From an optimization exercise on the open Yosys and OpenROAD flow, aimed at small area; shortcuts taken in it are not production practice.
In this exercise RTL edits were held to simulation tests only and were not proved equivalent to the original.
Power is estimated from default activity; no workload was simulated.

==> module aurora_rx_lane, before the edit <==
module aurora_rx_lane (
    input  wire        rst_n_i,
    input  wire        clk_rx_i,
    input  wire [1:0]  serdes_data_i,
    input  wire [1:0]  serdes_valid_i,
    input  wire        serdes_lock_i,
    input  wire        inv_rx_data,
    output wire [63:0] rx_data_o,
    output wire [1:0]  rx_header_o,
    output wire        rx_valid_o,
    output wire [7:0]  rx_stat_o
);
    reg  [16:0] sd0, sd1;
    reg         sd_par;
    reg  [5:0]  sd_cnt;
    reg         serdes_slip;
    wire em = (sd_cnt == 6'd31) || (sd_cnt == 6'd32);    
    wire two  = (serdes_valid_i == 2'b11);
    wire one  = (serdes_valid_i == 2'b01);
    wire en0  = two || (one && !sd_par);
    wire en1  = two || (one &&  sd_par);
    wire in0  = (two && sd_par)  ? serdes_data_i[1] : serdes_data_i[0];
    wire in1  = (two && !sd_par) ? serdes_data_i[1] : serdes_data_i[0];
    always @(posedge clk_rx_i) begin
        if (en0) sd0 <= {sd0[15:0], in0};
        if (en1) sd1 <= {sd1[15:0], in1};
    end
    always @(posedge clk_rx_i) begin
        if (!rst_n_i) begin
            sd_cnt <= 6'd0;
            sd_par <= 1'b0;
        end else begin
            if (one)
                sd_par <= ~sd_par;
            if (one)
                sd_cnt <= sd_cnt + 6'd1;
            else if (two)
                sd_cnt <= sd_cnt + 6'd2;
            if (sd_cnt == 6'd31)
                sd_cnt <= two ? 6'd1 : 6'd0;
            else if (sd_cnt == 6'd32)
                sd_cnt <= two ? 6'd2 : 6'd1;
            if (serdes_slip)
                sd_cnt <= sd_cnt;
        end
    end
    reg  [16:0] wr0, wr1;
    reg         wa_is1;
    reg         woff;
    reg         winv;
    reg         act;      
    reg  [4:0]  q;        
    wire first = act && (q[3:0] == 4'd15);     
    wire evw   = act && (q == 5'd31);          
    always @(posedge clk_rx_i) begin
        wr0[16]   <= em ? sd0[16] : wr0[15];
        wr1[16]   <= em ? sd1[16] : wr1[15];
        wr0[15:0] <= ({16{em}} & sd0[15:0]) | {wr0[14:0], 1'b0};
        wr1[15:0] <= ({16{em}} & sd1[15:0]) | {wr1[14:0], 1'b0};
        if (em) begin
            wa_is1 <= ~sd_par ^ (sd_cnt == 6'd32);
            woff   <= (sd_cnt == 6'd32);
        end
        if (first)
            winv <= inv_rx_data;
    end
    always @(posedge clk_rx_i) begin
        if (!rst_n_i) begin
            act <= 1'b0;
            q   <= 5'd15;
        end else begin
            if (act) begin
                q <= q + 5'd1;
                if (q[3:0] == 4'd14)
                    act <= 1'b0;
            end
            if (em)
                act <= 1'b1;
        end
    end
    wire wb_top0 = woff ? wr0[16] : wr0[15];
    wire wb_top1 = woff ? wr1[16] : wr1[15];
    wire [1:0] wpair = wa_is1 ? {wb_top0, wr1[15]} : {wb_top1, wr0[15]};
    wire       pinv = first ? inv_rx_data : winv;
    wire [1:0] pair = wpair ^ {pinv, pinv};
    reg [65:0] sw;
    always @(posedge clk_rx_i) begin
        if (act)
            sw[65:30] <= sw[63:28];
    end
    always @(posedge clk_rx_i) begin
        if (!rst_n_i)
            sw[29:28] <= 2'b00;
        else if (act)
            sw[29:28] <= sw[27:26];
    end
    always @(posedge clk_rx_i) begin
        if (act)
            sw[27:0] <= {sw[25:0], pair};
    end
    reg  [5:0] gcnt;
    reg        g_valid;
    reg        gearbox_slip;
    always @(posedge clk_rx_i) begin
        if (!rst_n_i) begin
            gcnt    <= 6'd0;
            g_valid <= 1'b0;
        end else begin
            g_valid <= 1'b0;
            if (evw) begin
                if (gearbox_slip) begin
                    g_valid <= 1'b1;
                end else if (gcnt == 6'd32) begin
                    gcnt    <= 6'd0;
                end else begin
                    gcnt    <= gcnt + 6'd1;
                    g_valid <= 1'b1;
                end
            end
        end
    end
    reg  [1:0] hdr;
    wire       hcap = act && (q == gcnt[4:0]);
    always @(posedge clk_rx_i) begin
        if (!rst_n_i)
            hdr <= 2'b00;
        else if (hcap)
            hdr <= sw[65:64];
    end
    reg  [5:0] bc;
    always @(posedge clk_rx_i) begin
        if (act)
            bc <= (hcap && !gcnt[5]) ? 6'd31 : (bc == 6'd32) ? 6'd0 : bc + 6'd1;
    end
    wire d0 = sw[5] ^ ((bc <= 6'd20) ? sw[46] : sw[44]) ^ ((bc <= 6'd29) ? sw[65] : sw[63]);
    wire d1 = sw[4] ^ ((bc <= 6'd19) ? sw[45] : sw[43]) ^ ((bc <= 6'd29) ? sw[64] : sw[62]);
    wire [1:0] dpair = (bc == 6'd0) ? sw[5:4] : {d0, d1};
    reg [63:0] ds;
    always @(posedge clk_rx_i) begin
        if (act)
            ds <= {ds[61:0], dpair};
    end
    wire ld = act && (bc == 6'd32);
    reg  [65:0] outr;
    always @(posedge clk_rx_i) begin
        if (ld)
            outr <= {ds, dpair};
    end
    localparam [5:0] SYNC_MAX   = 6'd56;
    localparam [4:0] VALID_WAIT = 5'd23;
    reg  [5:0] sync_cnt;
    reg        slip_cnt;
    reg  [4:0] valid_cnt;
    reg        dlv_prev;
    reg        vflag;
    reg  [1:0] stat;
    wire sync32  = (sync_cnt == SYNC_MAX);
    wire vwait   = (valid_cnt == VALID_WAIT);
    always @(posedge clk_rx_i) begin
        if (!rst_n_i) begin
            sync_cnt     <= 6'd0;
            slip_cnt     <= 1'b0;
            serdes_slip  <= 1'b0;
            valid_cnt    <= 5'd0;
            gearbox_slip <= 1'b0;
            dlv_prev     <= 1'b0;
        end else begin
            serdes_slip <= 1'b0;
            if (g_valid) begin
                gearbox_slip <= 1'b0;
                dlv_prev     <= sync32;
                if (!vwait)
                    valid_cnt <= {valid_cnt[3:0], ~(valid_cnt[4] ^ valid_cnt[2])};
                if (hdr[1] ^ hdr[0]) begin
                    if (!sync32)
                        sync_cnt <= {sync_cnt[4:0], ~(sync_cnt[5] ^ sync_cnt[4])};
                end else if (vwait) begin
                    sync_cnt <= 6'd0;
                    if (slip_cnt) begin
                        gearbox_slip <= 1'b1;
                        slip_cnt     <= 1'b0;
                    end else begin
                        serdes_slip <= 1'b1;
                        slip_cnt    <= 1'b1;
                    end
                    valid_cnt <= 5'd0;
                end
            end
        end
    end
    always @(posedge clk_rx_i or negedge rst_n_i) begin
        if (!rst_n_i) begin
            vflag <= 1'b0;
            stat  <= 2'b00;
        end else begin
            if (q == 5'd3)
                vflag <= 1'b0;
            if (g_valid)
                vflag <= sync32 & dlv_prev;
            stat <= {sync32, serdes_lock_i};
        end
    end
    assign rx_data_o   = outr[63:0];
    assign rx_header_o = outr[65:64];
    assign rx_valid_o  = vflag & (q == 5'd3);
    assign rx_stat_o   = {6'd0, stat};
endmodule
export LEC_CHECK = 0
export CAP_MARGIN = 20
export CORE_MARGIN = 2
export CORE_UTILIZATION = 65
export SLEW_MARGIN = 20
create_clock -name core_clock -period 5.0 [get_ports {clk_rx_i}]
standard.sh (not shown) runs the stock make flow with config.mk's settings and CLKGATE_MAP_FILE= SYNTH_SCRIPT=/design/flow/synth_recipe.tcl, a recipe that flattens the netlist after the stock synthesis.
==> flow/flow/run.sh <==
#!/bin/bash
# Own flow: the standard layout (standard.sh), with three changes made through
# ORFS's own variables: the port buffers are sky130_fd_sc_hd__buf_1; the constant
# outputs keep synthesis's single tie cell (no tie fanout repair); and the clock
# tree uses clkbuf_8 buffers with larger sink clusters and no dummy loads.
# Each ORFS step logs to orfs/logs/; make's output goes to flow_make.log.
set -euo pipefail
export SKIP_REPAIR_TIE_FANOUT=1
export BUFFER_PORTS_ARGS="-buffer_cell sky130_fd_sc_hd__buf_1"
export CTS_ARGS="-sink_clustering_enable -repair_clock_nets -buf_list sky130_fd_sc_hd__clkbuf_8 -sink_clustering_size 20 -sink_clustering_max_diameter 60 -dont_use_dummy_load"
bash standard.sh > flow_make.log 2>&1
Then changed:
--- a/flow/design.v
+++ b/flow/design.v
@@ -12,11 +12,13 @@
 );
     reg  [16:0] sd0, sd1;
     reg         sd_par;
     reg  [5:0]  sd_cnt;
     reg         serdes_slip;
-    wire em = (sd_cnt == 6'd31) || (sd_cnt == 6'd32);    
+    wire cnt32 = sd_cnt[5];
+    wire cnt31 = &sd_cnt[4:0];
+    wire em = cnt31 || cnt32;    
     wire two  = (serdes_valid_i == 2'b11);
     wire one  = (serdes_valid_i == 2'b01);
     wire en0  = two || (one && !sd_par);
     wire en1  = two || (one &&  sd_par);
     wire in0  = (two && sd_par)  ? serdes_data_i[1] : serdes_data_i[0];
@@ -34,14 +36,12 @@
                 sd_par <= ~sd_par;
             if (one)
                 sd_cnt <= sd_cnt + 6'd1;
             else if (two)
                 sd_cnt <= sd_cnt + 6'd2;
-            if (sd_cnt == 6'd31)
-                sd_cnt <= two ? 6'd1 : 6'd0;
-            else if (sd_cnt == 6'd32)
-                sd_cnt <= two ? 6'd2 : 6'd1;
+            if (em)
+                sd_cnt <= {4'd0, two & cnt32, two ^ cnt32};
             if (serdes_slip)
                 sd_cnt <= sd_cnt;
         end
     end
     reg  [16:0] wr0, wr1;
@@ -56,12 +56,12 @@
         wr0[16]   <= em ? sd0[16] : wr0[15];
         wr1[16]   <= em ? sd1[16] : wr1[15];
         wr0[15:0] <= ({16{em}} & sd0[15:0]) | {wr0[14:0], 1'b0};
         wr1[15:0] <= ({16{em}} & sd1[15:0]) | {wr1[14:0], 1'b0};
         if (em) begin
-            wa_is1 <= ~sd_par ^ (sd_cnt == 6'd32);
-            woff   <= (sd_cnt == 6'd32);
+            wa_is1 <= ~sd_par ^ cnt32;
+            woff   <= cnt32;
         end
         if (first)
             winv <= inv_rx_data;
     end
     always @(posedge clk_rx_i) begin
@@ -108,41 +108,42 @@
         end else begin
             g_valid <= 1'b0;
             if (evw) begin
                 if (gearbox_slip) begin
                     g_valid <= 1'b1;
-                end else if (gcnt == 6'd32) begin
+                end else if (gcnt[5]) begin    
                     gcnt    <= 6'd0;
                 end else begin
                     gcnt    <= gcnt + 6'd1;
                     g_valid <= 1'b1;
                 end
             end
         end
     end
-    reg  [1:0] hdr;
+    reg        hvalid;    
     wire       hcap = act && (q == gcnt[4:0]);
     always @(posedge clk_rx_i) begin
         if (!rst_n_i)
-            hdr <= 2'b00;
+            hvalid <= 1'b0;
         else if (hcap)
-            hdr <= sw[65:64];
+            hvalid <= sw[65] ^ sw[64];
     end
     reg  [5:0] bc;
     always @(posedge clk_rx_i) begin
         if (act)
-            bc <= (hcap && !gcnt[5]) ? 6'd31 : (bc == 6'd32) ? 6'd0 : bc + 6'd1;
-    end
-    wire d0 = sw[5] ^ ((bc <= 6'd20) ? sw[46] : sw[44]) ^ ((bc <= 6'd29) ? sw[65] : sw[63]);
-    wire d1 = sw[4] ^ ((bc <= 6'd19) ? sw[45] : sw[43]) ^ ((bc <= 6'd29) ? sw[64] : sw[62]);
+            bc <= (hcap && !gcnt[5]) ? 6'd31 : bc[5] ? 6'd0 : bc + 6'd1;
+    end
+    wire lt30 = !bc[5] && (bc[4:0] <= 5'd29);
+    wire d0 = sw[5] ^ ((!bc[5] && bc[4:0] <= 5'd20) ? sw[46] : sw[44]) ^ (lt30 ? sw[65] : sw[63]);
+    wire d1 = sw[4] ^ ((!bc[5] && bc[4:0] <= 5'd19) ? sw[45] : sw[43]) ^ (lt30 ? sw[64] : sw[62]);
     wire [1:0] dpair = (bc == 6'd0) ? sw[5:4] : {d0, d1};
     reg [63:0] ds;
     always @(posedge clk_rx_i) begin
         if (act)
             ds <= {ds[61:0], dpair};
     end
-    wire ld = act && (bc == 6'd32);
+    wire ld = act && bc[5];
     reg  [65:0] outr;
     always @(posedge clk_rx_i) begin
         if (ld)
             outr <= {ds, dpair};
     end
@@ -169,11 +170,11 @@
             if (g_valid) begin
                 gearbox_slip <= 1'b0;
                 dlv_prev     <= sync32;
                 if (!vwait)
                     valid_cnt <= {valid_cnt[3:0], ~(valid_cnt[4] ^ valid_cnt[2])};
-                if (hdr[1] ^ hdr[0]) begin
+                if (hvalid) begin
                     if (!sync32)
                         sync_cnt <= {sync_cnt[4:0], ~(sync_cnt[5] ^ sync_cnt[4])};
                 end else if (vwait) begin
                     sync_cnt <= 6'd0;
                     if (slip_cnt) begin
What happened: The new run completed with no timing, DRC or antenna violations. Non-clock buffer count grows by 1. Wire length shrinks slightly. Total power hardly moves. Global-route usage is lower by 0.22 points. Worst setup slack improves by 0.44 ns. Area after synthesis is lower slightly. Hold slack gains 0.019 ns. Clock-buffer cell count stays the same. Core utilization goes down by 0.11 points.

[separate check: timing with driven ports]
Ports are ideal in the flow. The routed layouts listed here were re-timed in OpenROAD.
Step 1 sets driving cells, clkbuf_16 on the clock port and buf_2 on the other inputs (assumed; they add their load-dependent delay and slew).
Step 2, shift: input delay + t, output delay - t, t = (earliest + latest rising clock arrival at the registers) / 2. This alone moves slack from input paths to output paths.
a / b / c = ideal ports / drivers / drivers and shift; a / b = the first two.
run | t, ns | slack for setup (ns) | worst data-port slew with drivers (ns)
the first run | 0.535 | 1.947 / 1.947 / 1.947 | 0.05
the second run | 0.530 | 2.386 / 2.347 / 2.633 | 0.03
After both steps setup and hold are still met in every run listed.
